This design comes from an exercise in tuning for small area, a short achievable clock period and few clock cycles per item on the open sky130 flow, not from production work.
Only simulation tests tie the RTL to the original design; equivalence was not proved.

==> inv_sqrt_lut.hex <==
8000
7fc0
7f81
7f42
7f03
7ec5
7e87
7e49
7e0c
7dcf
7d92
7d56
7d1a
7cde
7ca3
7c68
7c2e
7bf3
7bb9
7b80
7b46
7b0d
7ad5
7a9c
7a64
7a2c
79f5
79be
7987
7950
791a
78e4
78ae
7878
7843
780e
77da
77a5
7771
773d
770a
76d6
76a3
7670
763e
760b
75d9
75a8
7576
7545
7514
74e3
74b2
7482
7452
7422
73f2
73c3
7393
7364
7336
7307
72d9
72aa
727d
724f
7221
71f4
71c7
719a
716e
7141
7115
70e9
70bd
7091
7066
703b
7010
6fe5
6fba
6f90
6f66
6f3b
6f12
6ee8
6ebe
6e95
6e6c
6e43
6e1a
6df1
6dc9
6da0
6d78
6d50
6d29
6d01
6cda
6cb2
6c8b
6c64
6c3d
6c17
6bf0
6bca
6ba4
6b7e
6b58
6b32
6b0d
6ae8
6ac2
6a9d
6a78
6a54
6a2f
6a0b
69e6
69c2
699e
697a
6956
6933
690f
68ec
68c9
68a6
6883
6860
683e
681b
67f9
67d6
67b4
6792
6771
674f
672d
670c
66ea
66c9
66a8
6687
6666
6646
6625
6605
65e4
65c4
65a4
6584
6564
6544
6525
6505
64e6
64c7
64a7
6488
6469
644a
642c
640d
63ef
63d0
63b2
6394
6376
6358
633a
631c
62fe
62e1
62c3
62a6
6289
626c
624f
6232
6215
61f8
61db
61bf
61a2
6186
616a
614e
6132
6116
60fa
60de
60c2
60a7
608b
6070
6054
6039
601e
6003
5fe8
5fcd
5fb2
5f98
5f7d
5f63
5f48
5f2e
5f13
5ef9
5edf
5ec5
5eab
5e91
5e78
5e5e
5e44
5e2b
5e11
5df8
5ddf
5dc5
5dac
5d93
5d7a
5d61
5d49
5d30
5d17
5cff
5ce6
5cce
5cb5
5c9d
5c85
5c6d
5c55
5c3d
5c25
5c0d
5bf5
5bde
5bc6
5bae
5b97
5b7f
5b68
5b51
5b3a
5b23
5b0b
5af4
5ade
5ac7
5ab0
5a99
5a82
5a55
5a28
59fc
59d0
59a3
5978
594c
5921
58f6
58cb
58a0
5876
584c
5822
57f8
57cf
57a5
577c
5754
572b
5703
56db
56b3
568b
5664
563d
5615
55ef
55c8
55a2
557b
5555
5530
550a
54e4
54bf
549a
5475
5451
542c
5408
53e4
53c0
539c
5378
5355
5332
530f
52ec
52c9
52a7
5284
5262
5240
521e
51fc
51db
51b9
5198
5177
5156
5135
5115
50f4
50d4
50b4
5094
5074
5054
5035
5015
4ff6
4fd7
4fb8
4f99
4f7a
4f5c
4f3d
4f1f
4f01
4ee3
4ec5
4ea7
4e8a
4e6c
4e4f
4e31
4e14
4df7
4dda
4dbe
4da1
4d85
4d68
4d4c
4d30
4d14
4cf8
4cdc
4cc1
4ca5
4c8a
4c6e
4c53
4c38
4c1d
4c02
4be7
4bcd
4bb2
4b98
4b7e
4b63
4b49
4b2f
4b15
4afc
4ae2
4ac8
4aaf
4a95
4a7c
4a63
4a4a
4a31
4a18
49ff
49e7
49ce
49b6
499d
4985
496d
4955
493d
4925
490d
48f5
48dd
48c6
48ae
4897
4880
4868
4851
483a
4823
480c
47f6
47df
47c8
47b2
479b
4785
476f
4758
4742
472c
4716
4700
46eb
46d5
46bf
46aa
4694
467f
4669
4654
463f
462a
4615
4600
45eb
45d6
45c1
45ad
4598
4583
456f
455b
4546
4532
451e
450a
44f6
44e2
44ce
44ba
44a6
4492
447f
446b
4458
4444
4431
441e
440a
43f7
43e4
43d1
43be
43ab
4398
4385
4373
4360
434d
433b
4328
4316
4303
42f1
42df
42cc
42ba
42a8
4296
4284
4272
4260
424e
423d
422b
4219
4208
41f6
41e5
41d3
41c2
41b1
419f
418e
417d
416c
415b
414a
4139
4128
4117
4106
40f5
40e5
40d4
40c3
40b3
40a2
4092
4082
4071
4061
4051
4040
4030
4020
4010
==> flow/run.sh <==
#!/bin/bash
set -euo pipefail
MARGIN=$(cat flow/margin.txt)
bash standard.sh SETUP_SLACK_MARGIN=$MARGIN finish > standard.log 2>&1
==> flow/margin.txt <==
48
==> standard.sh <==
#!/bin/bash
# synth_recipe.tcl (not shown) runs the flow's synth.tcl, then flattens the netlist and writes it again
# the make line also repeats each setting of config.mk as NAME=value (left out here)
make -C /OpenROAD-flow-scripts/flow DESIGN_CONFIG=/design/flow/config.mk WORK_HOME=/design/flow/orfs CLKGATE_MAP_FILE= SYNTH_SCRIPT=/design/flow/synth_recipe.tcl "${@:-finish}"
==> config.mk <==
export PLATFORM = sky130hd
export DESIGN_NAME = layernorm
export DESIGN_NICKNAME = layernorm
export VERILOG_FILES = /design/flow/design.v
export SDC_FILE = /design/flow/constraint.sdc
export NUM_CORES = 4
export LEC_CHECK = 0
export ABC_AREA = 1
export CAP_MARGIN = 20
export CELL_PAD_IN_SITES_DETAIL_PLACEMENT = 1
export CELL_PAD_IN_SITES_GLOBAL_PLACEMENT = 2
export CORE_AREA = 4 4 1096 341
export DIE_AREA = 0 0 1100 345
export PLACE_DENSITY = 0.35
export SETUP_SLACK_MARGIN = 3
export SLEW_MARGIN = 20
export SYNTH_MEMORY_MAX_BITS = 16384
==> constraint.sdc <==
create_clock -name core_clock -period 65.0 [get_ports {clk_i}]
set_input_delay 13.0000 -clock core_clock [delete_from_list [all_inputs] [get_ports {clk_i}]]
set_output_delay 13.0000 -clock core_clock [all_outputs]
set_load 0.01 [all_outputs]
==> design.v <==
module fp16_add_comb (
  input  wire [15:0] a_i,
  input  wire [15:0] b_i,
  output wire [15:0] sum_o
);
  wire        a_sign = a_i[15];
  wire [4:0]  a_exp  = a_i[14:10];
  wire [9:0]  a_mant = a_i[9:0];
  wire        b_sign = b_i[15];
  wire [4:0]  b_exp  = b_i[14:10];
  wire [9:0]  b_mant = b_i[9:0];
  wire a_is_zero = (a_exp == 5'd0);
  wire b_is_zero = (b_exp == 5'd0);
  wire a_max     = (a_exp == 5'd31);
  wire b_max     = (b_exp == 5'd31);
  wire a_is_inf  = a_max && (a_mant == 10'd0);
  wire b_is_inf  = b_max && (b_mant == 10'd0);
  wire a_is_nan  = a_max && (a_mant != 10'd0);
  wire b_is_nan  = b_max && (b_mant != 10'd0);
  wire eff_sub   = a_sign ^ b_sign;
  wire [5:0] dab = {1'b0, a_exp} - {1'b0, b_exp};
  wire [5:0] dba = {1'b0, b_exp} - {1'b0, a_exp};
  wire       a_exp_ge = ~dab[5];
  wire [4:0] d = a_exp_ge ? dab[4:0] : dba[4:0];
  wire [4:0]  lg_exp  = a_exp_ge ? a_exp : b_exp;
  wire [10:0] lg_full = a_exp_ge ? {1'b1, a_mant} : {1'b1, b_mant};
  wire [10:0] sm_full = a_exp_ge ? {1'b1, b_mant} : {1'b1, a_mant};
  wire        lg_sign_e = a_exp_ge ? a_sign : b_sign;
  wire [12:0] sm_w = {sm_full, 2'b00};
  wire [12:0] sm_al = (d > 5'd13) ? 13'd0 : (sm_w >> d);
  reg sticky;
  integer s;
  always @(*) begin
    sticky = 1'b0;
    for (s = 0; s < 13; s = s + 1)
      if (s < d) sticky = sticky | sm_w[s];
  end
  wire [13:0] lg_w = {1'b0, lg_full, 2'b00};
  wire [13:0] f_sum = eff_sub ? (lg_w - {1'b0, sm_al}) : (lg_w + {1'b0, sm_al});
  wire f_ovf = f_sum[13];              
  wire f_top = f_sum[12];              
  reg [9:0] f_trunc;
  reg       f_guard, f_round, f_stk;
  reg [5:0] f_exp;                    
  always @(*) begin
    if (f_ovf) begin
      f_trunc = f_sum[12:3];
      f_guard = f_sum[2];
      f_round = f_sum[1];
      f_stk   = (sticky | f_sum[0]) & ~eff_sub;
    end else if (f_top) begin
      f_trunc = f_sum[11:2];
      f_guard = f_sum[1];
      f_round = f_sum[0];
      f_stk   = sticky & ~eff_sub;
    end else begin
      f_trunc = {f_sum[10:1]};
      f_guard = f_sum[0];
      f_round = 1'b0;
      f_stk   = 1'b0;
    end
  end
  wire [5:0] lg_exp_p1 = {1'b0, lg_exp} + 6'd1;
  wire [5:0] lg_exp_m1 = {1'b0, lg_exp} - 6'd1;
  always @(*) begin
    if (f_ovf)      f_exp = lg_exp_p1;
    else if (f_top) f_exp = {1'b0, lg_exp};
    else            f_exp = lg_exp_m1;
  end
  wire        f_rup  = f_guard & (f_round | f_stk | f_trunc[0]);
  wire [10:0] f_rnd  = {1'b0, f_trunc} + {10'd0, f_rup};
  wire [5:0]  f_exp2 = f_exp + {5'd0, f_rnd[10]};
  wire        f_oflow = (f_exp2 >= 6'd31);
  wire        f_uflow = (f_exp2 == 6'd0);
  wire [14:0] f_res = {f_exp2[4:0], f_rnd[9:0]};
  wire [11:0] n_lg  = {lg_full, 1'b0};
  wire [11:0] n_sm  = d[0] ? {1'b0, sm_full} : {sm_full, 1'b0};
  wire [12:0] n_d1  = {1'b0, n_lg} - {1'b0, n_sm};
  wire [12:0] n_d2  = {1'b0, n_sm} - {1'b0, n_lg};
  wire        n_neg = n_d1[12];       
  wire [11:0] n_mag = n_neg ? n_d2[11:0] : n_d1[11:0];
  wire        n_zero = (n_mag == 12'd0);
  reg [3:0] n_lz;
  integer t;
  always @(*) begin
    n_lz = 4'd12;
    for (t = 0; t < 12; t = t + 1)
      if (n_mag[t]) n_lz = 4'd11 - t[3:0];
  end
  wire [11:0] n_norm = n_mag << n_lz;
  wire signed [6:0] n_exp_s = $signed({2'b0, lg_exp}) - $signed({3'b0, n_lz});
  wire        n_uflow = (n_exp_s <= 7'sd0);
  wire [14:0] n_res = {n_exp_s[4:0], n_norm[10:1]};
  wire        near = eff_sub & ((d == 5'd0) | ((d == 5'd1) & (n_lz >= 4'd2)));
  wire        res_sign = near ? (n_neg ? ~lg_sign_e : lg_sign_e) : lg_sign_e;
  reg [15:0] result;
  always @(*) begin
    if (a_is_nan || b_is_nan) begin
      result = 16'h7E00;
    end else if (a_is_inf && b_is_inf && eff_sub) begin
      result = 16'h7E00;
    end else if (a_is_inf || b_is_inf) begin
      result = a_is_inf ? {a_sign, 5'd31, 10'd0} : {b_sign, 5'd31, 10'd0};
    end else if (a_is_zero && b_is_zero) begin
      result = {a_sign & b_sign, 15'd0};
    end else if (a_is_zero) begin
      result = b_i;
    end else if (b_is_zero) begin
      result = a_i;
    end else if (near) begin
      if (n_zero)       result = 16'd0;
      else if (n_uflow) result = {res_sign, 15'd0};
      else              result = {res_sign, n_res};
    end else begin
      if (f_uflow)      result = {res_sign, 15'd0};
      else if (f_oflow) result = {res_sign, 5'd31, 10'd0};
      else              result = {res_sign, f_res};
    end
  end
  assign sum_o = result;
endmodule
module fp16_mul_comb (
  input  wire [15:0] a_i,
  input  wire [15:0] b_i,
  output wire [15:0] prod_o
);
  wire        a_sign = a_i[15];
  wire [4:0]  a_exp  = a_i[14:10];
  wire [9:0]  a_mant = a_i[9:0];
  wire        b_sign = b_i[15];
  wire [4:0]  b_exp  = b_i[14:10];
  wire [9:0]  b_mant = b_i[9:0];
  wire res_sign = a_sign ^ b_sign;
  wire a_is_zero = (a_exp == 5'd0);
  wire b_is_zero = (b_exp == 5'd0);
  wire a_is_inf  = (a_exp == 5'd31) && (a_mant == 10'd0);
  wire b_is_inf  = (b_exp == 5'd31) && (b_mant == 10'd0);
  wire a_is_nan  = (a_exp == 5'd31) && (a_mant != 10'd0);
  wire b_is_nan  = (b_exp == 5'd31) && (b_mant != 10'd0);
  wire [10:0] a_full = {1'b1, a_mant};
  wire [10:0] b_full = {1'b1, b_mant};
  wire s1, c2, s3, c4, s5, c6, s7, c8, s9, c10, s11, c12, s13, c14, s15, c16, s17, c18, s19, c20, s21, c22, s23, c24, s25, c26, s27, c28, s29, c30, s31, c32, s33, c34, s35, c36, s37, c38, s39, c40, s41, c42, s43, c44, s45, c46, s47, c48, s49, c50, s51, c52, s53, c54, s55, c56, s57, c58, s59, c60, s61, c62, s63, c64, s65, c66, s67, c68, s69, c70, s71, c72, s73, c74, s75, c76, s77, c78, s79, c80, s81, c82, s83, c84, s85, c86, s87, c88, s89, c90, s91, c92, s93, c94, s95, c96, s97, c98, s99, c100, s101, c102, s103, c104, s105, c106, s107, c108, s109, c110, s111, c112, s113, c114, s115, c116, s117, c118, s119, c120, s121, c122, s123, c124, s125, c126, s127, c128, s129, c130, s131, c132, s133, c134, s135, c136, s137, c138, s139, c140, s141, c142, s143, c144, s145, c146, s147, c148, s149, c150, s151, c152, s153, c154, s155, c156, s157, c158, s159, c160, s161, c162, s163, c164, s165, c166, s167, c168, s169, c170, s171, c172, s173, c174, s175, c176, s177, c178, s179, c180;
  assign s1 = (a_full[0] & b_full[9]) ^ (a_full[1] & b_full[8]);
  assign c2 = (a_full[0] & b_full[9]) & (a_full[1] & b_full[8]);
  assign s3 = (a_full[0] & b_full[10]) ^ (a_full[1] & b_full[9]) ^ (a_full[2] & b_full[8]);
  assign c4 = ((a_full[0] & b_full[10]) & (a_full[1] & b_full[9])) | ((a_full[0] & b_full[10]) & (a_full[2] & b_full[8])) | ((a_full[1] & b_full[9]) & (a_full[2] & b_full[8]));
  assign s5 = (a_full[3] & b_full[7]) ^ (a_full[4] & b_full[6]);
  assign c6 = (a_full[3] & b_full[7]) & (a_full[4] & b_full[6]);
  assign s7 = (a_full[1] & b_full[10]) ^ (a_full[2] & b_full[9]) ^ (a_full[3] & b_full[8]);
  assign c8 = ((a_full[1] & b_full[10]) & (a_full[2] & b_full[9])) | ((a_full[1] & b_full[10]) & (a_full[3] & b_full[8])) | ((a_full[2] & b_full[9]) & (a_full[3] & b_full[8]));
  assign s9 = (a_full[4] & b_full[7]) ^ (a_full[5] & b_full[6]);
  assign c10 = (a_full[4] & b_full[7]) & (a_full[5] & b_full[6]);
  assign s11 = (a_full[2] & b_full[10]) ^ (a_full[3] & b_full[9]) ^ (a_full[4] & b_full[8]);
  assign c12 = ((a_full[2] & b_full[10]) & (a_full[3] & b_full[9])) | ((a_full[2] & b_full[10]) & (a_full[4] & b_full[8])) | ((a_full[3] & b_full[9]) & (a_full[4] & b_full[8]));
  assign s13 = (a_full[0] & b_full[6]) ^ (a_full[1] & b_full[5]);
  assign c14 = (a_full[0] & b_full[6]) & (a_full[1] & b_full[5]);
  assign s15 = (a_full[0] & b_full[7]) ^ (a_full[1] & b_full[6]) ^ (a_full[2] & b_full[5]);
  assign c16 = ((a_full[0] & b_full[7]) & (a_full[1] & b_full[6])) | ((a_full[0] & b_full[7]) & (a_full[2] & b_full[5])) | ((a_full[1] & b_full[6]) & (a_full[2] & b_full[5]));
  assign s17 = (a_full[3] & b_full[4]) ^ (a_full[4] & b_full[3]);
  assign c18 = (a_full[3] & b_full[4]) & (a_full[4] & b_full[3]);
  assign s19 = (a_full[0] & b_full[8]) ^ (a_full[1] & b_full[7]) ^ (a_full[2] & b_full[6]);
  assign c20 = ((a_full[0] & b_full[8]) & (a_full[1] & b_full[7])) | ((a_full[0] & b_full[8]) & (a_full[2] & b_full[6])) | ((a_full[1] & b_full[7]) & (a_full[2] & b_full[6]));
  assign s21 = (a_full[3] & b_full[5]) ^ (a_full[4] & b_full[4]) ^ (a_full[5] & b_full[3]);
  assign c22 = ((a_full[3] & b_full[5]) & (a_full[4] & b_full[4])) | ((a_full[3] & b_full[5]) & (a_full[5] & b_full[3])) | ((a_full[4] & b_full[4]) & (a_full[5] & b_full[3]));
  assign s23 = (a_full[6] & b_full[2]) ^ (a_full[7] & b_full[1]);
  assign c24 = (a_full[6] & b_full[2]) & (a_full[7] & b_full[1]);
  assign s25 = s1 ^ (a_full[2] & b_full[7]) ^ (a_full[3] & b_full[6]);
  assign c26 = (s1 & (a_full[2] & b_full[7])) | (s1 & (a_full[3] & b_full[6])) | ((a_full[2] & b_full[7]) & (a_full[3] & b_full[6]));
  assign s27 = (a_full[4] & b_full[5]) ^ (a_full[5] & b_full[4]) ^ (a_full[6] & b_full[3]);
  assign c28 = ((a_full[4] & b_full[5]) & (a_full[5] & b_full[4])) | ((a_full[4] & b_full[5]) & (a_full[6] & b_full[3])) | ((a_full[5] & b_full[4]) & (a_full[6] & b_full[3]));
  assign s29 = (a_full[7] & b_full[2]) ^ (a_full[8] & b_full[1]) ^ (a_full[9] & b_full[0]);
  assign c30 = ((a_full[7] & b_full[2]) & (a_full[8] & b_full[1])) | ((a_full[7] & b_full[2]) & (a_full[9] & b_full[0])) | ((a_full[8] & b_full[1]) & (a_full[9] & b_full[0]));
  assign s31 = s3 ^ s5 ^ (a_full[5] & b_full[5]);
  assign c32 = (s3 & s5) | (s3 & (a_full[5] & b_full[5])) | (s5 & (a_full[5] & b_full[5]));
  assign s33 = (a_full[6] & b_full[4]) ^ (a_full[7] & b_full[3]) ^ (a_full[8] & b_full[2]);
  assign c34 = ((a_full[6] & b_full[4]) & (a_full[7] & b_full[3])) | ((a_full[6] & b_full[4]) & (a_full[8] & b_full[2])) | ((a_full[7] & b_full[3]) & (a_full[8] & b_full[2]));
  assign s35 = (a_full[9] & b_full[1]) ^ (a_full[10] & b_full[0]) ^ c2;
  assign c36 = ((a_full[9] & b_full[1]) & (a_full[10] & b_full[0])) | ((a_full[9] & b_full[1]) & c2) | ((a_full[10] & b_full[0]) & c2);
  assign s37 = s7 ^ s9 ^ (a_full[6] & b_full[5]);
  assign c38 = (s7 & s9) | (s7 & (a_full[6] & b_full[5])) | (s9 & (a_full[6] & b_full[5]));
  assign s39 = (a_full[7] & b_full[4]) ^ (a_full[8] & b_full[3]) ^ (a_full[9] & b_full[2]);
  assign c40 = ((a_full[7] & b_full[4]) & (a_full[8] & b_full[3])) | ((a_full[7] & b_full[4]) & (a_full[9] & b_full[2])) | ((a_full[8] & b_full[3]) & (a_full[9] & b_full[2]));
  assign s41 = (a_full[10] & b_full[1]) ^ c4 ^ c6;
  assign c42 = ((a_full[10] & b_full[1]) & c4) | ((a_full[10] & b_full[1]) & c6) | (c4 & c6);
  assign s43 = s11 ^ (a_full[5] & b_full[7]) ^ (a_full[6] & b_full[6]);
  assign c44 = (s11 & (a_full[5] & b_full[7])) | (s11 & (a_full[6] & b_full[6])) | ((a_full[5] & b_full[7]) & (a_full[6] & b_full[6]));
  assign s45 = (a_full[7] & b_full[5]) ^ (a_full[8] & b_full[4]) ^ (a_full[9] & b_full[3]);
  assign c46 = ((a_full[7] & b_full[5]) & (a_full[8] & b_full[4])) | ((a_full[7] & b_full[5]) & (a_full[9] & b_full[3])) | ((a_full[8] & b_full[4]) & (a_full[9] & b_full[3]));
  assign s47 = (a_full[10] & b_full[2]) ^ c8 ^ c10;
  assign c48 = ((a_full[10] & b_full[2]) & c8) | ((a_full[10] & b_full[2]) & c10) | (c8 & c10);
  assign s49 = (a_full[3] & b_full[10]) ^ (a_full[4] & b_full[9]) ^ (a_full[5] & b_full[8]);
  assign c50 = ((a_full[3] & b_full[10]) & (a_full[4] & b_full[9])) | ((a_full[3] & b_full[10]) & (a_full[5] & b_full[8])) | ((a_full[4] & b_full[9]) & (a_full[5] & b_full[8]));
  assign s51 = (a_full[6] & b_full[7]) ^ (a_full[7] & b_full[6]) ^ (a_full[8] & b_full[5]);
  assign c52 = ((a_full[6] & b_full[7]) & (a_full[7] & b_full[6])) | ((a_full[6] & b_full[7]) & (a_full[8] & b_full[5])) | ((a_full[7] & b_full[6]) & (a_full[8] & b_full[5]));
  assign s53 = (a_full[9] & b_full[4]) ^ (a_full[10] & b_full[3]) ^ c12;
  assign c54 = ((a_full[9] & b_full[4]) & (a_full[10] & b_full[3])) | ((a_full[9] & b_full[4]) & c12) | ((a_full[10] & b_full[3]) & c12);
  assign s55 = (a_full[4] & b_full[10]) ^ (a_full[5] & b_full[9]) ^ (a_full[6] & b_full[8]);
  assign c56 = ((a_full[4] & b_full[10]) & (a_full[5] & b_full[9])) | ((a_full[4] & b_full[10]) & (a_full[6] & b_full[8])) | ((a_full[5] & b_full[9]) & (a_full[6] & b_full[8]));
  assign s57 = (a_full[7] & b_full[7]) ^ (a_full[8] & b_full[6]) ^ (a_full[9] & b_full[5]);
  assign c58 = ((a_full[7] & b_full[7]) & (a_full[8] & b_full[6])) | ((a_full[7] & b_full[7]) & (a_full[9] & b_full[5])) | ((a_full[8] & b_full[6]) & (a_full[9] & b_full[5]));
  assign s59 = (a_full[5] & b_full[10]) ^ (a_full[6] & b_full[9]) ^ (a_full[7] & b_full[8]);
  assign c60 = ((a_full[5] & b_full[10]) & (a_full[6] & b_full[9])) | ((a_full[5] & b_full[10]) & (a_full[7] & b_full[8])) | ((a_full[6] & b_full[9]) & (a_full[7] & b_full[8]));
  assign s61 = (a_full[0] & b_full[4]) ^ (a_full[1] & b_full[3]);
  assign c62 = (a_full[0] & b_full[4]) & (a_full[1] & b_full[3]);
  assign s63 = (a_full[0] & b_full[5]) ^ (a_full[1] & b_full[4]) ^ (a_full[2] & b_full[3]);
  assign c64 = ((a_full[0] & b_full[5]) & (a_full[1] & b_full[4])) | ((a_full[0] & b_full[5]) & (a_full[2] & b_full[3])) | ((a_full[1] & b_full[4]) & (a_full[2] & b_full[3]));
  assign s65 = (a_full[3] & b_full[2]) ^ (a_full[4] & b_full[1]);
  assign c66 = (a_full[3] & b_full[2]) & (a_full[4] & b_full[1]);
  assign s67 = s13 ^ (a_full[2] & b_full[4]) ^ (a_full[3] & b_full[3]);
  assign c68 = (s13 & (a_full[2] & b_full[4])) | (s13 & (a_full[3] & b_full[3])) | ((a_full[2] & b_full[4]) & (a_full[3] & b_full[3]));
  assign s69 = (a_full[4] & b_full[2]) ^ (a_full[5] & b_full[1]) ^ (a_full[6] & b_full[0]);
  assign c70 = ((a_full[4] & b_full[2]) & (a_full[5] & b_full[1])) | ((a_full[4] & b_full[2]) & (a_full[6] & b_full[0])) | ((a_full[5] & b_full[1]) & (a_full[6] & b_full[0]));
  assign s71 = s15 ^ s17 ^ (a_full[5] & b_full[2]);
  assign c72 = (s15 & s17) | (s15 & (a_full[5] & b_full[2])) | (s17 & (a_full[5] & b_full[2]));
  assign s73 = (a_full[6] & b_full[1]) ^ (a_full[7] & b_full[0]) ^ c14;
  assign c74 = ((a_full[6] & b_full[1]) & (a_full[7] & b_full[0])) | ((a_full[6] & b_full[1]) & c14) | ((a_full[7] & b_full[0]) & c14);
  assign s75 = s19 ^ s21 ^ s23;
  assign c76 = (s19 & s21) | (s19 & s23) | (s21 & s23);
  assign s77 = (a_full[8] & b_full[0]) ^ c16 ^ c18;
  assign c78 = ((a_full[8] & b_full[0]) & c16) | ((a_full[8] & b_full[0]) & c18) | (c16 & c18);
  assign s79 = s25 ^ s27 ^ s29;
  assign c80 = (s25 & s27) | (s25 & s29) | (s27 & s29);
  assign s81 = c20 ^ c22 ^ c24;
  assign c82 = (c20 & c22) | (c20 & c24) | (c22 & c24);
  assign s83 = s31 ^ s33 ^ s35;
  assign c84 = (s31 & s33) | (s31 & s35) | (s33 & s35);
  assign s85 = c26 ^ c28 ^ c30;
  assign c86 = (c26 & c28) | (c26 & c30) | (c28 & c30);
  assign s87 = s37 ^ s39 ^ s41;
  assign c88 = (s37 & s39) | (s37 & s41) | (s39 & s41);
  assign s89 = c32 ^ c34 ^ c36;
  assign c90 = (c32 & c34) | (c32 & c36) | (c34 & c36);
  assign s91 = s43 ^ s45 ^ s47;
  assign c92 = (s43 & s45) | (s43 & s47) | (s45 & s47);
  assign s93 = c38 ^ c40 ^ c42;
  assign c94 = (c38 & c40) | (c38 & c42) | (c40 & c42);
  assign s95 = s49 ^ s51 ^ s53;
  assign c96 = (s49 & s51) | (s49 & s53) | (s51 & s53);
  assign s97 = c44 ^ c46 ^ c48;
  assign c98 = (c44 & c46) | (c44 & c48) | (c46 & c48);
  assign s99 = s55 ^ s57 ^ (a_full[10] & b_full[4]);
  assign c100 = (s55 & s57) | (s55 & (a_full[10] & b_full[4])) | (s57 & (a_full[10] & b_full[4]));
  assign s101 = c50 ^ c52 ^ c54;
  assign c102 = (c50 & c52) | (c50 & c54) | (c52 & c54);
  assign s103 = s59 ^ (a_full[8] & b_full[7]) ^ (a_full[9] & b_full[6]);
  assign c104 = (s59 & (a_full[8] & b_full[7])) | (s59 & (a_full[9] & b_full[6])) | ((a_full[8] & b_full[7]) & (a_full[9] & b_full[6]));
  assign s105 = (a_full[10] & b_full[5]) ^ c56 ^ c58;
  assign c106 = ((a_full[10] & b_full[5]) & c56) | ((a_full[10] & b_full[5]) & c58) | (c56 & c58);
  assign s107 = (a_full[6] & b_full[10]) ^ (a_full[7] & b_full[9]) ^ (a_full[8] & b_full[8]);
  assign c108 = ((a_full[6] & b_full[10]) & (a_full[7] & b_full[9])) | ((a_full[6] & b_full[10]) & (a_full[8] & b_full[8])) | ((a_full[7] & b_full[9]) & (a_full[8] & b_full[8]));
  assign s109 = (a_full[9] & b_full[7]) ^ (a_full[10] & b_full[6]) ^ c60;
  assign c110 = ((a_full[9] & b_full[7]) & (a_full[10] & b_full[6])) | ((a_full[9] & b_full[7]) & c60) | ((a_full[10] & b_full[6]) & c60);
  assign s111 = (a_full[7] & b_full[10]) ^ (a_full[8] & b_full[9]) ^ (a_full[9] & b_full[8]);
  assign c112 = ((a_full[7] & b_full[10]) & (a_full[8] & b_full[9])) | ((a_full[7] & b_full[10]) & (a_full[9] & b_full[8])) | ((a_full[8] & b_full[9]) & (a_full[9] & b_full[8]));
  assign s113 = (a_full[0] & b_full[3]) ^ (a_full[1] & b_full[2]);
  assign c114 = (a_full[0] & b_full[3]) & (a_full[1] & b_full[2]);
  assign s115 = s61 ^ (a_full[2] & b_full[2]) ^ (a_full[3] & b_full[1]);
  assign c116 = (s61 & (a_full[2] & b_full[2])) | (s61 & (a_full[3] & b_full[1])) | ((a_full[2] & b_full[2]) & (a_full[3] & b_full[1]));
  assign s117 = s63 ^ s65 ^ (a_full[5] & b_full[0]);
  assign c118 = (s63 & s65) | (s63 & (a_full[5] & b_full[0])) | (s65 & (a_full[5] & b_full[0]));
  assign s119 = s67 ^ s69 ^ c64;
  assign c120 = (s67 & s69) | (s67 & c64) | (s69 & c64);
  assign s121 = s71 ^ s73 ^ c68;
  assign c122 = (s71 & s73) | (s71 & c68) | (s73 & c68);
  assign s123 = s75 ^ s77 ^ c72;
  assign c124 = (s75 & s77) | (s75 & c72) | (s77 & c72);
  assign s125 = s79 ^ s81 ^ c76;
  assign c126 = (s79 & s81) | (s79 & c76) | (s81 & c76);
  assign s127 = s83 ^ s85 ^ c80;
  assign c128 = (s83 & s85) | (s83 & c80) | (s85 & c80);
  assign s129 = s87 ^ s89 ^ c84;
  assign c130 = (s87 & s89) | (s87 & c84) | (s89 & c84);
  assign s131 = s91 ^ s93 ^ c88;
  assign c132 = (s91 & s93) | (s91 & c88) | (s93 & c88);
  assign s133 = s95 ^ s97 ^ c92;
  assign c134 = (s95 & s97) | (s95 & c92) | (s97 & c92);
  assign s135 = s99 ^ s101 ^ c96;
  assign c136 = (s99 & s101) | (s99 & c96) | (s101 & c96);
  assign s137 = s103 ^ s105 ^ c100;
  assign c138 = (s103 & s105) | (s103 & c100) | (s105 & c100);
  assign s139 = s107 ^ s109 ^ c104;
  assign c140 = (s107 & s109) | (s107 & c104) | (s109 & c104);
  assign s141 = s111 ^ (a_full[10] & b_full[7]) ^ c108;
  assign c142 = (s111 & (a_full[10] & b_full[7])) | (s111 & c108) | ((a_full[10] & b_full[7]) & c108);
  assign s143 = (a_full[8] & b_full[10]) ^ (a_full[9] & b_full[9]) ^ (a_full[10] & b_full[8]);
  assign c144 = ((a_full[8] & b_full[10]) & (a_full[9] & b_full[9])) | ((a_full[8] & b_full[10]) & (a_full[10] & b_full[8])) | ((a_full[9] & b_full[9]) & (a_full[10] & b_full[8]));
  assign s145 = (a_full[0] & b_full[2]) ^ (a_full[1] & b_full[1]);
  assign c146 = (a_full[0] & b_full[2]) & (a_full[1] & b_full[1]);
  assign s147 = s113 ^ (a_full[2] & b_full[1]) ^ (a_full[3] & b_full[0]);
  assign c148 = (s113 & (a_full[2] & b_full[1])) | (s113 & (a_full[3] & b_full[0])) | ((a_full[2] & b_full[1]) & (a_full[3] & b_full[0]));
  assign s149 = s115 ^ (a_full[4] & b_full[0]) ^ c114;
  assign c150 = (s115 & (a_full[4] & b_full[0])) | (s115 & c114) | ((a_full[4] & b_full[0]) & c114);
  assign s151 = s117 ^ c62 ^ c116;
  assign c152 = (s117 & c62) | (s117 & c116) | (c62 & c116);
  assign s153 = s119 ^ c66 ^ c118;
  assign c154 = (s119 & c66) | (s119 & c118) | (c66 & c118);
  assign s155 = s121 ^ c70 ^ c120;
  assign c156 = (s121 & c70) | (s121 & c120) | (c70 & c120);
  assign s157 = s123 ^ c74 ^ c122;
  assign c158 = (s123 & c74) | (s123 & c122) | (c74 & c122);
  assign s159 = s125 ^ c78 ^ c124;
  assign c160 = (s125 & c78) | (s125 & c124) | (c78 & c124);
  assign s161 = s127 ^ c82 ^ c126;
  assign c162 = (s127 & c82) | (s127 & c126) | (c82 & c126);
  assign s163 = s129 ^ c86 ^ c128;
  assign c164 = (s129 & c86) | (s129 & c128) | (c86 & c128);
  assign s165 = s131 ^ c90 ^ c130;
  assign c166 = (s131 & c90) | (s131 & c130) | (c90 & c130);
  assign s167 = s133 ^ c94 ^ c132;
  assign c168 = (s133 & c94) | (s133 & c132) | (c94 & c132);
  assign s169 = s135 ^ c98 ^ c134;
  assign c170 = (s135 & c98) | (s135 & c134) | (c98 & c134);
  assign s171 = s137 ^ c102 ^ c136;
  assign c172 = (s137 & c102) | (s137 & c136) | (c102 & c136);
  assign s173 = s139 ^ c106 ^ c138;
  assign c174 = (s139 & c106) | (s139 & c138) | (c106 & c138);
  assign s175 = s141 ^ c110 ^ c140;
  assign c176 = (s141 & c110) | (s141 & c140) | (c110 & c140);
  assign s177 = s143 ^ c112 ^ c142;
  assign c178 = (s143 & c112) | (s143 & c142) | (c112 & c142);
  assign s179 = (a_full[9] & b_full[10]) ^ (a_full[10] & b_full[9]) ^ c144;
  assign c180 = ((a_full[9] & b_full[10]) & (a_full[10] & b_full[9])) | ((a_full[9] & b_full[10]) & c144) | ((a_full[10] & b_full[9]) & c144);
  wire [21:0] row0 = {1'b0, (a_full[10] & b_full[10]), s179, s177, s175, s173, s171, s169, s167, s165, s163, s161, s159, s157, s155, s153, s151, s149, s147, s145, (a_full[0] & b_full[1]), (a_full[0] & b_full[0])};
  wire [21:0] row1 = {1'b0, c180, c178, c176, c174, c172, c170, c168, c166, c164, c162, c160, c158, c156, c154, c152, c150, c148, c146, (a_full[2] & b_full[0]), (a_full[1] & b_full[0]), 1'b0};
  wire [21:0] mant_prod = row0 + row1;
  wire signed [7:0] exp_raw = $signed({1'b0, a_exp}) + $signed({1'b0, b_exp}) - 8'sd15;
  wire norm_shift = mant_prod[21];
  wire [9:0] trunc_mant = norm_shift ? mant_prod[20:11] : mant_prod[19:10];
  wire       guard_bit  = norm_shift ? mant_prod[10]     : mant_prod[9];
  wire       round_bit  = norm_shift ? mant_prod[9]      : mant_prod[8];
  wire       sticky_bit = norm_shift ? |mant_prod[8:0]   : |mant_prod[7:0];
  wire round_up = guard_bit & (round_bit | sticky_bit | trunc_mant[0]);
  wire [10:0] rounded = {1'b0, trunc_mant} + {10'd0, round_up};
  wire round_ovf = rounded[10];
  wire signed [7:0] final_exp = exp_raw + {7'd0, norm_shift} + {7'd0, round_ovf};
  wire [15:0] normal_result = {res_sign, final_exp[4:0], rounded[9:0]};
  wire [15:0] inf_result    = {res_sign, 5'd31, 10'd0};
  wire [15:0] nan_result    = 16'h7E00;
  wire [15:0] zero_result   = {res_sign, 15'd0};
  wire exp_overflow  = (final_exp >= 8'sd31);
  wire exp_underflow = (final_exp <= 8'sd0);
  reg [15:0] result;
  always @(*) begin
    if (a_is_nan || b_is_nan) begin
      result = nan_result;
    end else if ((a_is_inf && b_is_zero) || (b_is_inf && a_is_zero)) begin
      result = nan_result;
    end else if (a_is_inf || b_is_inf) begin
      result = inf_result;
    end else if (a_is_zero || b_is_zero) begin
      result = zero_result;
    end else if (exp_underflow) begin
      result = zero_result;
    end else if (exp_overflow) begin
      result = inf_result;
    end else begin
      result = normal_result;
    end
  end
  assign prod_o = result;
endmodule
module fp16_from_int8 (
  input  wire [7:0]  val_i,
  output reg  [15:0] fp16_o
);
  always @(*) begin
    case (val_i)
      8'd0: fp16_o = 16'h0000;
      8'd1: fp16_o = 16'h3c00;
      8'd2: fp16_o = 16'h4000;
      8'd3: fp16_o = 16'h4200;
      8'd4: fp16_o = 16'h4400;
      8'd5: fp16_o = 16'h4500;
      8'd6: fp16_o = 16'h4600;
      8'd7: fp16_o = 16'h4700;
      8'd8: fp16_o = 16'h4800;
      8'd9: fp16_o = 16'h4880;
      8'd10: fp16_o = 16'h4900;
      8'd11: fp16_o = 16'h4980;
      8'd12: fp16_o = 16'h4a00;
      8'd13: fp16_o = 16'h4a80;
      8'd14: fp16_o = 16'h4b00;
      8'd15: fp16_o = 16'h4b80;
      8'd16: fp16_o = 16'h4c00;
      8'd17: fp16_o = 16'h4c40;
      8'd18: fp16_o = 16'h4c80;
      8'd19: fp16_o = 16'h4cc0;
      8'd20: fp16_o = 16'h4d00;
      8'd21: fp16_o = 16'h4d40;
      8'd22: fp16_o = 16'h4d80;
      8'd23: fp16_o = 16'h4dc0;
      8'd24: fp16_o = 16'h4e00;
      8'd25: fp16_o = 16'h4e40;
      8'd26: fp16_o = 16'h4e80;
      8'd27: fp16_o = 16'h4ec0;
      8'd28: fp16_o = 16'h4f00;
      8'd29: fp16_o = 16'h4f40;
      8'd30: fp16_o = 16'h4f80;
      8'd31: fp16_o = 16'h4fc0;
      8'd32: fp16_o = 16'h5000;
      8'd33: fp16_o = 16'h5020;
      8'd34: fp16_o = 16'h5040;
      8'd35: fp16_o = 16'h5060;
      8'd36: fp16_o = 16'h5080;
      8'd37: fp16_o = 16'h50a0;
      8'd38: fp16_o = 16'h50c0;
      8'd39: fp16_o = 16'h50e0;
      8'd40: fp16_o = 16'h5100;
      8'd41: fp16_o = 16'h5120;
      8'd42: fp16_o = 16'h5140;
      8'd43: fp16_o = 16'h5160;
      8'd44: fp16_o = 16'h5180;
      8'd45: fp16_o = 16'h51a0;
      8'd46: fp16_o = 16'h51c0;
      8'd47: fp16_o = 16'h51e0;
      8'd48: fp16_o = 16'h5200;
      8'd49: fp16_o = 16'h5220;
      8'd50: fp16_o = 16'h5240;
      8'd51: fp16_o = 16'h5260;
      8'd52: fp16_o = 16'h5280;
      8'd53: fp16_o = 16'h52a0;
      8'd54: fp16_o = 16'h52c0;
      8'd55: fp16_o = 16'h52e0;
      8'd56: fp16_o = 16'h5300;
      8'd57: fp16_o = 16'h5320;
      8'd58: fp16_o = 16'h5340;
      8'd59: fp16_o = 16'h5360;
      8'd60: fp16_o = 16'h5380;
      8'd61: fp16_o = 16'h53a0;
      8'd62: fp16_o = 16'h53c0;
      8'd63: fp16_o = 16'h53e0;
      8'd64: fp16_o = 16'h5400;
      8'd65: fp16_o = 16'h5410;
      8'd66: fp16_o = 16'h5420;
      8'd67: fp16_o = 16'h5430;
      8'd68: fp16_o = 16'h5440;
      8'd69: fp16_o = 16'h5450;
      8'd70: fp16_o = 16'h5460;
      8'd71: fp16_o = 16'h5470;
      8'd72: fp16_o = 16'h5480;
      8'd73: fp16_o = 16'h5490;
      8'd74: fp16_o = 16'h54a0;
      8'd75: fp16_o = 16'h54b0;
      8'd76: fp16_o = 16'h54c0;
      8'd77: fp16_o = 16'h54d0;
      8'd78: fp16_o = 16'h54e0;
      8'd79: fp16_o = 16'h54f0;
      8'd80: fp16_o = 16'h5500;
      8'd81: fp16_o = 16'h5510;
      8'd82: fp16_o = 16'h5520;
      8'd83: fp16_o = 16'h5530;
      8'd84: fp16_o = 16'h5540;
      8'd85: fp16_o = 16'h5550;
      8'd86: fp16_o = 16'h5560;
      8'd87: fp16_o = 16'h5570;
      8'd88: fp16_o = 16'h5580;
      8'd89: fp16_o = 16'h5590;
      8'd90: fp16_o = 16'h55a0;
      8'd91: fp16_o = 16'h55b0;
      8'd92: fp16_o = 16'h55c0;
      8'd93: fp16_o = 16'h55d0;
      8'd94: fp16_o = 16'h55e0;
      8'd95: fp16_o = 16'h55f0;
      8'd96: fp16_o = 16'h5600;
      8'd97: fp16_o = 16'h5610;
      8'd98: fp16_o = 16'h5620;
      8'd99: fp16_o = 16'h5630;
      8'd100: fp16_o = 16'h5640;
      8'd101: fp16_o = 16'h5650;
      8'd102: fp16_o = 16'h5660;
      8'd103: fp16_o = 16'h5670;
      8'd104: fp16_o = 16'h5680;
      8'd105: fp16_o = 16'h5690;
      8'd106: fp16_o = 16'h56a0;
      8'd107: fp16_o = 16'h56b0;
      8'd108: fp16_o = 16'h56c0;
      8'd109: fp16_o = 16'h56d0;
      8'd110: fp16_o = 16'h56e0;
      8'd111: fp16_o = 16'h56f0;
      8'd112: fp16_o = 16'h5700;
      8'd113: fp16_o = 16'h5710;
      8'd114: fp16_o = 16'h5720;
      8'd115: fp16_o = 16'h5730;
      8'd116: fp16_o = 16'h5740;
      8'd117: fp16_o = 16'h5750;
      8'd118: fp16_o = 16'h5760;
      8'd119: fp16_o = 16'h5770;
      8'd120: fp16_o = 16'h5780;
      8'd121: fp16_o = 16'h5790;
      8'd122: fp16_o = 16'h57a0;
      8'd123: fp16_o = 16'h57b0;
      8'd124: fp16_o = 16'h57c0;
      8'd125: fp16_o = 16'h57d0;
      8'd126: fp16_o = 16'h57e0;
      8'd127: fp16_o = 16'h57f0;
      8'd128: fp16_o = 16'hd800;
      8'd129: fp16_o = 16'hd7f0;
      8'd130: fp16_o = 16'hd7e0;
      8'd131: fp16_o = 16'hd7d0;
      8'd132: fp16_o = 16'hd7c0;
      8'd133: fp16_o = 16'hd7b0;
      8'd134: fp16_o = 16'hd7a0;
      8'd135: fp16_o = 16'hd790;
      8'd136: fp16_o = 16'hd780;
      8'd137: fp16_o = 16'hd770;
      8'd138: fp16_o = 16'hd760;
      8'd139: fp16_o = 16'hd750;
      8'd140: fp16_o = 16'hd740;
      8'd141: fp16_o = 16'hd730;
      8'd142: fp16_o = 16'hd720;
      8'd143: fp16_o = 16'hd710;
      8'd144: fp16_o = 16'hd700;
      8'd145: fp16_o = 16'hd6f0;
      8'd146: fp16_o = 16'hd6e0;
      8'd147: fp16_o = 16'hd6d0;
      8'd148: fp16_o = 16'hd6c0;
      8'd149: fp16_o = 16'hd6b0;
      8'd150: fp16_o = 16'hd6a0;
      8'd151: fp16_o = 16'hd690;
      8'd152: fp16_o = 16'hd680;
      8'd153: fp16_o = 16'hd670;
      8'd154: fp16_o = 16'hd660;
      8'd155: fp16_o = 16'hd650;
      8'd156: fp16_o = 16'hd640;
      8'd157: fp16_o = 16'hd630;
      8'd158: fp16_o = 16'hd620;
      8'd159: fp16_o = 16'hd610;
      8'd160: fp16_o = 16'hd600;
      8'd161: fp16_o = 16'hd5f0;
      8'd162: fp16_o = 16'hd5e0;
      8'd163: fp16_o = 16'hd5d0;
      8'd164: fp16_o = 16'hd5c0;
      8'd165: fp16_o = 16'hd5b0;
      8'd166: fp16_o = 16'hd5a0;
      8'd167: fp16_o = 16'hd590;
      8'd168: fp16_o = 16'hd580;
      8'd169: fp16_o = 16'hd570;
      8'd170: fp16_o = 16'hd560;
      8'd171: fp16_o = 16'hd550;
      8'd172: fp16_o = 16'hd540;
      8'd173: fp16_o = 16'hd530;
      8'd174: fp16_o = 16'hd520;
      8'd175: fp16_o = 16'hd510;
      8'd176: fp16_o = 16'hd500;
      8'd177: fp16_o = 16'hd4f0;
      8'd178: fp16_o = 16'hd4e0;
      8'd179: fp16_o = 16'hd4d0;
      8'd180: fp16_o = 16'hd4c0;
      8'd181: fp16_o = 16'hd4b0;
      8'd182: fp16_o = 16'hd4a0;
      8'd183: fp16_o = 16'hd490;
      8'd184: fp16_o = 16'hd480;
      8'd185: fp16_o = 16'hd470;
      8'd186: fp16_o = 16'hd460;
      8'd187: fp16_o = 16'hd450;
      8'd188: fp16_o = 16'hd440;
      8'd189: fp16_o = 16'hd430;
      8'd190: fp16_o = 16'hd420;
      8'd191: fp16_o = 16'hd410;
      8'd192: fp16_o = 16'hd400;
      8'd193: fp16_o = 16'hd3e0;
      8'd194: fp16_o = 16'hd3c0;
      8'd195: fp16_o = 16'hd3a0;
      8'd196: fp16_o = 16'hd380;
      8'd197: fp16_o = 16'hd360;
      8'd198: fp16_o = 16'hd340;
      8'd199: fp16_o = 16'hd320;
      8'd200: fp16_o = 16'hd300;
      8'd201: fp16_o = 16'hd2e0;
      8'd202: fp16_o = 16'hd2c0;
      8'd203: fp16_o = 16'hd2a0;
      8'd204: fp16_o = 16'hd280;
      8'd205: fp16_o = 16'hd260;
      8'd206: fp16_o = 16'hd240;
      8'd207: fp16_o = 16'hd220;
      8'd208: fp16_o = 16'hd200;
      8'd209: fp16_o = 16'hd1e0;
      8'd210: fp16_o = 16'hd1c0;
      8'd211: fp16_o = 16'hd1a0;
      8'd212: fp16_o = 16'hd180;
      8'd213: fp16_o = 16'hd160;
      8'd214: fp16_o = 16'hd140;
      8'd215: fp16_o = 16'hd120;
      8'd216: fp16_o = 16'hd100;
      8'd217: fp16_o = 16'hd0e0;
      8'd218: fp16_o = 16'hd0c0;
      8'd219: fp16_o = 16'hd0a0;
      8'd220: fp16_o = 16'hd080;
      8'd221: fp16_o = 16'hd060;
      8'd222: fp16_o = 16'hd040;
      8'd223: fp16_o = 16'hd020;
      8'd224: fp16_o = 16'hd000;
      8'd225: fp16_o = 16'hcfc0;
      8'd226: fp16_o = 16'hcf80;
      8'd227: fp16_o = 16'hcf40;
      8'd228: fp16_o = 16'hcf00;
      8'd229: fp16_o = 16'hcec0;
      8'd230: fp16_o = 16'hce80;
      8'd231: fp16_o = 16'hce40;
      8'd232: fp16_o = 16'hce00;
      8'd233: fp16_o = 16'hcdc0;
      8'd234: fp16_o = 16'hcd80;
      8'd235: fp16_o = 16'hcd40;
      8'd236: fp16_o = 16'hcd00;
      8'd237: fp16_o = 16'hccc0;
      8'd238: fp16_o = 16'hcc80;
      8'd239: fp16_o = 16'hcc40;
      8'd240: fp16_o = 16'hcc00;
      8'd241: fp16_o = 16'hcb80;
      8'd242: fp16_o = 16'hcb00;
      8'd243: fp16_o = 16'hca80;
      8'd244: fp16_o = 16'hca00;
      8'd245: fp16_o = 16'hc980;
      8'd246: fp16_o = 16'hc900;
      8'd247: fp16_o = 16'hc880;
      8'd248: fp16_o = 16'hc800;
      8'd249: fp16_o = 16'hc700;
      8'd250: fp16_o = 16'hc600;
      8'd251: fp16_o = 16'hc500;
      8'd252: fp16_o = 16'hc400;
      8'd253: fp16_o = 16'hc200;
      8'd254: fp16_o = 16'hc000;
      8'd255: fp16_o = 16'hbc00;
      default: fp16_o = 16'h0000;
    endcase
  end
endmodule
module fp16_rsqrt_comb (
  input  wire [15:0] val_i,
  output reg  [15:0] result_o
);
  wire [4:0] e = val_i[14:10];
  wire [9:0] f = val_i[9:0];
  wire is_zero = (e == 5'd0);
  wire is_inf  = (e == 5'd31);
  wire parity = ~e[0];
  reg [15:0] lut_mem [0:511];
  initial $readmemh("inv_sqrt_lut.hex", lut_mem);
  wire [15:0] lut_out = lut_mem[{parity, f[9:2]}];
  wire k_is_15 = lut_out[15];
  wire signed [6:0] base = $signed({2'b0, 5'd15}) -
                            $signed({2'b0, e}) +
                            $signed({6'd0, parity});
  wire signed [6:0] half_base = base >>> 1;
  wire signed [6:0] out_e_s = half_base + (k_is_15 ? 7'sd15 : 7'sd14);
  wire [9:0] raw_frac   = lut_out[13:4];
  wire       guard       = lut_out[3];
  wire       round_bit   = lut_out[2];
  wire       sticky      = |lut_out[1:0];
  wire       round_up    = guard & (round_bit | sticky | raw_frac[0]);
  wire [10:0] rounded    = {1'b0, raw_frac} + {10'd0, round_up};
  wire        round_ovf  = rounded[10];
  wire [9:0] out_frac = k_is_15   ? 10'd0 :
                         round_ovf ? 10'd0 : rounded[9:0];
  wire signed [6:0] out_e_adj = round_ovf ? (out_e_s + 7'sd1) : out_e_s;
  always @(*) begin
    if (is_zero) begin
      result_o = 16'h7C00;
    end else if (is_inf) begin
      result_o = 16'h0000;
    end else if (out_e_adj <= 7'sd0) begin
      result_o = 16'h0000;
    end else if (out_e_adj >= 7'sd31) begin
      result_o = 16'h7C00;
    end else begin
      result_o = {1'b0, out_e_adj[4:0], out_frac};
    end
  end
endmodule
module layernorm #(
  parameter DIM = 64
) (
  input  wire        clk_i,
  input  wire        rst_i,
  input  wire        start_i,
  input  wire [DIM*16-1:0] x_i,
  output reg  [5:0]  w_sel_o,
  output reg  [6:0]  w_addr_o,
  input  wire [7:0]  w_data_i,
  input  wire [5:0]  gamma_sel_i,
  input  wire [15:0] gamma_scale_i,
  input  wire [15:0] beta_scale_i,
  output reg  [DIM*16-1:0] y_o,
  output reg               done_o,
  output reg               busy_o
);
  localparam [4:0]  INV_N_EXP = 5'd15 - $clog2(DIM);
  localparam [15:0] INV_N = {1'b0, INV_N_EXP, 10'd0};
  reg  [7:0]  k;
  reg  [4:0]  jsel;
  reg         sum_ph;     
  reg         d_ph;       
  reg         norm_ph;    
  reg         gam_ph;     
  reg  [15:0] xr_a, xr_b;
  reg  [15:0] acc;
  reg  [15:0] sq_a, sq_b;
  reg  [15:0] neg_mean;
  reg  [15:0] inv_std;
  reg  [15:0] scale_r;
  reg  [7:0]  wd_r;
  wire [15:0] x_a = x_i[jsel*32      +: 16];
  wire [15:0] x_b = x_i[jsel*32 + 16 +: 16];
  wire [15:0] d_a, d_b;
  fp16_add_comb u_sub_a (.a_i(xr_a), .b_i(neg_mean), .sum_o(d_a));
  fp16_add_comb u_sub_b (.a_i(xr_b), .b_i(neg_mean), .sum_o(d_b));
  wire [15:0] deq_fp16;
  fp16_from_int8 u_deq (.val_i(wd_r), .fp16_o(deq_fp16));
  wire [15:0] gamma_tap = y_o[15:0];
  wire [15:0] m_g, m_a, m_b;
  fp16_mul_comb u_mul_g (.a_i(norm_ph ? acc : deq_fp16), .b_i(norm_ph ? inv_std : scale_r), .prod_o(m_g));
  fp16_mul_comb u_mul_a (.a_i(norm_ph ? m_g : d_a), .b_i(norm_ph ? gamma_tap : d_a), .prod_o(m_a));
  fp16_mul_comb u_mul_b (.a_i(norm_ph ? deq_fp16 : d_b), .b_i(norm_ph ? scale_r : d_b), .prod_o(m_b));
  wire [15:0] p_a = sum_ph ? xr_a : sq_a;
  wire [15:0] p_b = sum_ph ? xr_b : sq_b;
  wire [15:0] c1, c2;
  fp16_add_comb u_add1 (.a_i(acc), .b_i(p_a), .sum_o(c1));
  fp16_add_comb u_add2 (.a_i(norm_ph ? sq_a : c1), .b_i(p_b), .sum_o(c2));
  wire [15:0] mean_w;
  fp16_mul_comb u_mean (.a_i(c2), .b_i(INV_N), .prod_o(mean_w));
  wire [15:0] var_w;
  fp16_mul_comb u_var (.a_i(acc), .b_i(INV_N), .prod_o(var_w));
  wire [15:0] rsq;
  fp16_rsqrt_comb u_rsqrt (.val_i(var_w), .result_o(rsq));
  always @(posedge clk_i) begin
    y_o <= {(gam_ph ? m_g : c2), y_o[DIM*16-1:16]};
  end
  always @(posedge clk_i) begin
    xr_a <= x_a;
    xr_b <= x_b;
    wd_r <= w_data_i;
    if (k == 8'd0 || k == 8'd32 || k == 8'd33) acc <= 16'd0;
    else if (d_ph) acc <= k[0] ? d_b : d_a;
    else acc <= c2;
    if (k == 8'd32) neg_mean <= {~mean_w[15], mean_w[14:0]};
    if (k == 8'd66) inv_std <= rsq;
    sq_a <= m_a;
    sq_b <= m_b;
    if (k == 8'd0) scale_r <= gamma_scale_i;
    else if (k == 8'd66) scale_r <= beta_scale_i;
  end
  always @(posedge clk_i) begin
    if (rst_i) begin
      k       <= 8'd0;
      done_o  <= 1'b0;
      busy_o  <= 1'b0;
    end else begin
      done_o <= 1'b0;
      if (k == 8'd0) begin
        if (start_i) begin
          k      <= 8'd1;
          busy_o <= 1'b1;
        end
      end else if (k == 8'd131) begin
        k      <= 8'd0;
        done_o <= 1'b1;
        busy_o <= 1'b0;
      end else begin
        k <= k + 8'd1;
      end
    end
  end
  always @(posedge clk_i) begin
    if (rst_i) begin
      jsel    <= 5'd0;
      d_ph    <= 1'b0;
      sum_ph  <= 1'b1;
      norm_ph <= 1'b0;
      gam_ph  <= 1'b1;
      w_sel_o <= 6'd0;
      w_addr_o <= 7'd0;
    end else begin
      if (k == 8'd0 || k == 8'd131) begin
        jsel    <= start_i && k == 8'd0 ? 5'd1 : 5'd0;
        d_ph    <= 1'b0;
        sum_ph  <= 1'b1;
        norm_ph <= 1'b0;
        gam_ph  <= 1'b1;
        w_sel_o <= gamma_sel_i;
        w_addr_o <= 7'd0;
      end else begin
        if (k < 8'd63) jsel <= k[4:0] + 5'd1;
        else jsel <= k[5:1];           
        sum_ph  <= (k + 8'd1) <= 8'd32;
        d_ph    <= (k + 8'd1) >= 8'd66;
        norm_ph <= (k + 8'd1) >= 8'd67;
        gam_ph  <= (k + 8'd1) <= 8'd66;
        w_addr_o <= {1'b0, k[5:0]};
        if (k == 8'd64) w_sel_o <= w_sel_o + 6'd1;
      end
    end
  end
endmodule
==> flow_metrics.env, run 1 <==
export IMPL_status="finished clean"
export IMPL_synthXorXnorAreaFrac_pct=2.639
export IMPL_cap_violations=0
export IMPL_rows=123
export IMPL_synth_edf_count=47
export IMPL_synth_avg_cell_area_sq_um=7.210
export IMPL_hold_viol=0
export IMPL_cp_arrival_ns=17.71
export IMPL_path_buf_inv=39
export IMPL_slowest_stage="fa_1"
export IMPL_grt_total_usage_pct=30.05
export IMPL_cts_max_path_buffers=4
export IMPL_die_y_microns=345
export IMPL_root_buffer="clkbuf_16"
export IMPL_synth_top_family_by_area="simple AND/OR/NAND/NOR gates"
export IMPL_dr_total_vias=90110
export IMPL_firstDrtPassIters=5
export IMPL_crit_family="simple AND/OR/NAND/NOR gates"
export IMPL_synthDistinctLibCells=81
export IMPL_place_ws_ns=42.36
export IMPL_slew_viol_final=0
export IMPL_cp_common_cell="buf_4"
export IMPL_die_w_microns=1100
export IMPL_fin_crit_sh_pct=25.96
export IMPL_ys_seq_area_share_pct=31.71
export IMPL_via_per_inst=4.955
export IMPL_drtIter0Drc=9132
export IMPL_drive_above_1_share_pct=14.26
export IMPL_synth_compound_area_share_pct=19.97
export IMPL_cts_sinks=1194
export IMPL_nNetsFinal=14900
export IMPL_coreArea_sq_um=365200
export IMPL_fmax_mhz=59.25
export IMPL_numPortBuffers=2110
export IMPL_syn_nets=12430
export IMPL_hold_class="reg -> reg"
export IMPL_wl_per_cell_microns=33.00
export IMPL_area_delta_synth_final_pct=51.96
export IMPL_cts_tree="done"
export IMPL_htree_levels=3
export IMPL_dieArea_sq_um=379500
export IMPL_skew_ns=0.08217
export IMPL_grt_overflow=0
export IMPL_async_reset_ff_share_pct=0
export IMPL_dpl_hpwl_microns=501600
export IMPL_finalWirelength_microns=600000
export IMPL_yosysWarnings=5
export IMPL_synth_area_mux_share_pct=0.1579
export IMPL_fill_cells=43490
export IMPL_ys_ff_latch=1194
export IMPL_cp_max_fo=9
export IMPL_setup_viol=0
export IMPL_pin_count=2112
export IMPL_synthAdderAreaFrac_pct=14.08
export IMPL_yosys_area_share_simple_pct=22.50
export IMPL_antenna_left=0
export IMPL_grt_start_max_net_pins=119
export IMPL_grt_pass1_vias=87390
export IMPL_final_setup_worst_slack_ns=48.12
export IMPL_critPathMaxStageDelay_ns=0.60
export IMPL_initial_core_util_pct=21.04
export IMPL_path_clk_slew_ns=0.07
export IMPL_criticalPathCategory="reg -> reg"
export IMPL_syn_inst=10660
export IMPL_cp_start_kind="register"
export IMPL_rsz0062_at_grt="yes"
export IMPL_clkLatencyLatePin_ns=0.92
export IMPL_syn_area_sq_um=76850
export IMPL_gp_congestion=0.9476
export IMPL_finalCriticalPeriod_ns=16.88
export IMPL_cp_end_kind="register"
export IMPL_worstMarginPinSlew_ns=1.380
export IMPL_drc=0
export IMPL_grt_pass1_wl_microns=798800
export IMPL_cp_required_ns=65.83
export IMPL_fin_setup_tns_ns=0
export IMPL_antenna_found_initial=90
export IMPL_cts_buffers=110
export IMPL_slew_headroom_pct=7.402
export IMPL_synth_flop_cell="dfxtp_1"
what timing repair did:
action                                  CTS  global route
endpoints found under the setup margin   78            78
gates resized for setup                 776           460
buffers inserted                        285           168
hold buffers                              0             0
cloned                                   23             4
pin swaps                               206           240
worst paths after layout:
kind,startpoint,to,slack [ns],cells past startpoint
worst min register to register,y_o[319],y_o[303],0.33,0
worst max-delay path,neg_mean[12],sq_a[4],48.12,113
worst max register to register,neg_mean[12],sq_a[4],48.12,113
worst min-delay path,y_o[319],y_o[303],0.33,0
routing by layer:
| layer | routed length, microns | share of wire (%) | track usage, % |
|---|---|---|---|
| met2 | 231900 | 39 | 40.78 |
| met4 | 6459 | 1.1 | 2.952 |
| met5 | 165 | 0.027 | 0 |
| met1 | 310600 | 52 | 48.10 |
| met3 | 50890 | 8.5 | 7.406 |
placed cells by master (no fill, tap or decap), drive strengths merged, types with 11 or more instances in the layout:
master / instances
a22oi: 17
xnor2: 41
fa: 276
mux2i: 11
xor2: 188
a31oi: 85
a221oi: 19
nand3: 539
o21bai: 26
and2: 11
o21ai: 1365
inv: 1312
o31ai: 31
clkinv: 39
dfxtp: 1147
clkdlybuf4s50: 2110
nor2: 1388
edfxtp: 47
o311ai: 17
nor4: 33
a21o: 14
clkbuf: 156
nand4: 104
nand2: 1856
nand3b: 14
clkinvlp: 33
o221ai: 230
o21a: 22
ha: 423
buf: 679
diode: 32
nor3: 123
o2111ai: 26
a32oi: 35
a211oi: 24
o22ai: 94
o211ai: 71
a21oi: 502
or2: 36
per-stage QoR:
stage          instances  utilization (%)  area, sq um  hold slack [ns]
2_1_floorplan      10660                -        76860           0.3817
3_3_place_gp       17470            28.53       104200           0.3314
4_1_cts            17980            31.11       113600           0.3301
3_5_place_dp       17470            28.55       104300           0.3351
5_1_grt            18170            31.97       116700           0.3354
6_report           18190            31.98       116800           0.3332
synthesized netlist by cell type, types with 12 or more instances:
master     count  area share, %
inv_2         39           0.19
or2_2         33           0.27
o21ai_0     1280            8.3
a21o_1        14           0.14
o211ai_1      71           0.69
o21ai_1       77           0.50
clkinv_1      28           0.14
nand3b_1      14           0.14
a31oi_1       85           0.69
a32oi_1       35           0.40
edfxtp_1      47            1.8
nor3_1       108           0.70
nor2_2        12          0.098
a211oi_1      24           0.23
nor4_1        33           0.27
nand2_1     1787            8.7
o221ai_1     230            2.6
nor3_2        15           0.20
a221oi_1      19           0.22
o31ai_1       31           0.30
buf_1         30           0.15
o22ai_1       94           0.77
o21a_1        22           0.21
inv_1       1278            6.2
o311ai_0      17           0.19
nor2_1      1364            6.7
fa_1         276            7.2
nand3_2       16           0.21
dfxtp_1     1147             30
a22oi_1       17           0.17
xor2_1       185            2.1
nand2_2       53           0.43
buf_2         24           0.16
nand3_1      512            3.3
o2111ai_1     26           0.30
clkbuf_1     388            1.9
xnor2_1       41           0.47
nand4_1      102           0.83
ha_1         423            6.9
a21oi_1      496            3.2
o21bai_1      26           0.25
cells by family after synthesis:
group / count (synthesis)
AO/OA/AOI/OAI: 2623
XOR/XNOR: 229
adder cells (fa/ha/maj): 699
buffers and inverters: 1802
flip-flops: 1194
multiplexers: 12
other: 1
AND/OR/NAND/NOR: 4100
registers in the layout, indices dropped and copies added (netlist names), 12 cells and up:
name      flops
acc          16
y_o        1024
neg_mean     16
xr_b         16
inv_std      15
xr_a         16
sq_a         16
sq_b         16
scale_r      16
deq_fp16     12
final cells by class:
type / count / area [sq um] / area share [%]
inverters: 1345 / 5291 / 4.531
well taps: 4937 / 6177 / 5.289
clock inverters: 43 / 565.5 / 0.4843
diodes: 32 / 80.08 / 0.06857
multi-input cells: 7678 / 49970 / 42.79
repair buffers: 2798 / 27040 / 23.15
flip-flops and latches: 1194 / 24430 / 20.92
clock buffers: 155 / 3206 / 2.745
repair inverters: 3 / 23.77 / 0.02036
Testbench counts, summed over its fixed seeds: cycles 33,800, items 256.
==> run 2: changes to the inputs <==
==> flow/run.sh (replaced) <==
#!/bin/bash
# The standard layout (standard.sh, unchanged synthesis and SDC), with
#  - every input and output port still buffered, with a plain buf_1 instead
#    of the delay buffer buffer_ports picks by default.
# The clock period and constraints are the design's.
set -euo pipefail
MARGIN=$(cat flow/margin.txt)
bash standard.sh SETUP_SLACK_MARGIN=$MARGIN \
  "BUFFER_PORTS_ARGS=-buffer_cell sky130_fd_sc_hd__buf_1" finish > standard.log 2>&1
==> flow/margin.txt (replaced) <==
49
==> run 2 against run 1 <==
First-iteration DRC count increased by 2.0%; global-route usage about the same; largest cell class unchanged; clock skew rose by 0.0099 ns; wire length up 0.11%; non-clock buffer count is 149 higher; design area fell by 9.5%; sequential share of layout area rose by 2.2 points; setup slack better by 0.22 ns.
==> flow_metrics.env, run 2 <==
export IMPL_syn_inst=10660
export IMPL_rsz0062_at_grt="yes"
export IMPL_final_setup_worst_slack_ns=48.35
export IMPL_cp_max_fo=8
export IMPL_slew_headroom_pct=8.834
export IMPL_synth_top_cells_by_area="dfxtp_1, nand2_1, o21ai_0"
export IMPL_finalWirelength_microns=600700
export IMPL_drive_above_1_share_pct=16.14
export IMPL_cts_tree="done"
export IMPL_worstMarginPinSlew_ns=1.353
export IMPL_wl_per_cell_microns=32.75
export IMPL_yosysWarnings=5
export IMPL_drc=0
export IMPL_cp_end_kind="register"
export IMPL_async_reset_ff_share_pct=0
export IMPL_slowest_stage="fa_1"
export IMPL_critPathMaxStageDelay_ns=0.59
export IMPL_synth_flop_cell="dfxtp_1"
export IMPL_die_w_microns=1100
export IMPL_via_per_inst=4.954
export IMPL_initial_core_util_pct=21.04
export IMPL_drtIter0Drc=9314
export IMPL_cts_max_path_buffers=4
export IMPL_coreArea_sq_um=365200
export IMPL_firstDrtPassIters=5
export IMPL_ys_ff_latch=1194
export IMPL_path_clk_slew_ns=0.10
export IMPL_finalCriticalPeriod_ns=16.65
export IMPL_synth_edf_count=47
export IMPL_clkLatencyLatePin_ns=0.92
export IMPL_rows=123
export IMPL_cp_arrival_ns=17.43
export IMPL_cp_common_cell="buf_4"
export IMPL_dr_total_vias=90860
export IMPL_dpl_hpwl_microns=502500
export IMPL_grt_start_max_net_pins=144
export IMPL_largest_register_ffs=1024
export IMPL_grt_pass1_vias=88500
export IMPL_cts_buffers=107
export IMPL_netlist_top_cells_count="nand2_1, nor2_1, o21ai_0"
export IMPL_place_ws_ns=42.83
export IMPL_synth_top_area_share_pct=29.88
export IMPL_antenna_found_initial=92
export IMPL_grt_total_usage_pct=30.10
export IMPL_skew_ns=0.09208
export IMPL_slew_viol_final=0
export IMPL_nNetsFinal=15050
export IMPL_fin_crit_sh_pct=25.62
export IMPL_hold_class="reg -> reg"
export IMPL_mostFrequentLayoutCells="buf_1, nand2_1, nor2_1"
export IMPL_mostFrequentLayoutCell="buf_1"
export IMPL_synth_top_cell_by_area="dfxtp_1"
export IMPL_status="finished clean"
export IMPL_root_buffer="clkbuf_16"
export IMPL_syn_area_sq_um=76850
export IMPL_synth_avg_cell_area_sq_um=7.210
export IMPL_area_delta_synth_final_pct=37.48
export IMPL_yosysMostFrequentCell="nand2_1"
export IMPL_ys_seq_area_share_pct=31.71
export IMPL_die_y_microns=345
export IMPL_cts_sinks=1194
export IMPL_numPortBuffers=2110
export IMPL_antenna_left=0
export IMPL_gp_congestion=0.9566
export IMPL_cp_required_ns=65.78
export IMPL_syn_nets=12430
export IMPL_top_register="y_o"
export IMPL_pin_count=2112
export IMPL_grt_overflow=0
export IMPL_grt_pass1_wl_microns=798700
export IMPL_criticalPathCategory="reg -> reg"
export IMPL_setup_viol=0
export IMPL_cp_start_kind="register"
export IMPL_dieArea_sq_um=379500
export IMPL_htree_levels=3
export IMPL_cap_violations=0
export IMPL_synthDistinctLibCells=81
export IMPL_fmax_mhz=60.05
export IMPL_hold_viol=0
export IMPL_fin_setup_tns_ns=0
-- run 2: cell families (layout without fill, tap and decap cells) --
kind of cell             count (synthesis)  after routing  share of synthesized area, %
flip-flops                            1194           1194                         31.71
AO/OA/AOI/OAI                         2623           2623                         19.97
XOR/XNOR                               229            229                         2.639
AND/OR/NAND/NOR                       4100           4115                         22.50
adder cells (fa/ha/maj)                699            699                         14.08
other                                    1             44                      0.004879
buffers and inverters                 1802           4488                         8.943
multiplexers                            12             12                        0.1579
-- run 2: routing by layer --
layer | track usage, % | routed length [microns]
met1 | 47.69 | 309300
met2 | 39.19 | 222400
met3 | 10.15 | 60860
met4 | 3.266 | 7889
met5 | 0 | 239
-- run 2: metrics by stage --
stage,cells,hold slack [ns],util [%],area [sq um]
finish,18340,0.3157,28.93,105700
global route,18310,0.3280,28.91,105600
CTS,18090,0.3174,27.93,102000
detailed placement,17480,0.3342,24.99,91280
global placement,17480,0.3319,24.97,91170
floorplan,10660,0.3817,-,76970
-- run 2: final timing paths --
kind                              startpoint  endpoint  slack, ns  depth (start not counted)
worst max-delay path            neg_mean[12]   sq_a[8]      48.35                        118
worst min-delay path                y_o[600]  y_o[584]       0.32                          0
worst max register to register  neg_mean[12]   sq_a[8]      48.35                        118
worst min register to register      y_o[600]  y_o[584]       0.32                          0
-- run 2: worst max-delay path: cells and delay by family, from the launching register on --
kind	cells	cell delay, ns
compound gates	17	2.57
simple gates	37	3.42
xor+xnor	2	0.29
flops	1	0.48
fa+ha+maj	10	3.64
mux	1	0.32
buf+inv	51	5.78
-- run 2: repair_timing --
item / in CTS / in global routing
cloned: 29 / 2
buffers inserted: 390 / 201
resized for setup: 952 / 501
hold endpoints to repair: 0 / 0
setup endpoints to repair: 78 / 78
hold buffers: 0 / 0
pin swaps: 262 / 354
-- run 2: cell type report --
type / count / area (sq um)
diodes: 43 / 107.6
clock buffers: 148 / 3084
clock inverters: 44 / 635.6
fillers: 44790 / 259500
inverters: 1345 / 5299
multi-input cells: 7679 / 50770
flip-flops and latches: 1194 / 24430
well taps: 4937 / 6177
repair buffers: 2947 / 15120
repair inverters: 4 / 28.78

==> afterwards: timing with drivers on the ports <==
How much do the figures lean on ideal ports? The routed layouts below were timed once more, with nothing changed but the port constraints. Step 1 (the two cells are an assumption about what drives the block):
set clk [get_ports {clk_i}]
set_driving_cell -lib_cell sky130_fd_sc_hd__clkbuf_16 $clk
set_driving_cell -lib_cell sky130_fd_sc_hd__buf_2 [delete_from_list [all_inputs] $clk]
Step 2 also shifts input and output timing later by t, the mid clock arrival at the registers, as if the neighbouring blocks saw the same clock. Three values: ideal, step 1, step 2; two values: the first two.
run | t, ns | setup slack, ns | clock arrival spread, ns
run 1 | 1.009 | 48.123 / 48.123 / 48.123 | 0.086 / 0.086
run 2 | 0.998 | 48.347 / 48.347 / 48.347 | 0.093 / 0.093
After both steps every run listed still meets setup and hold.
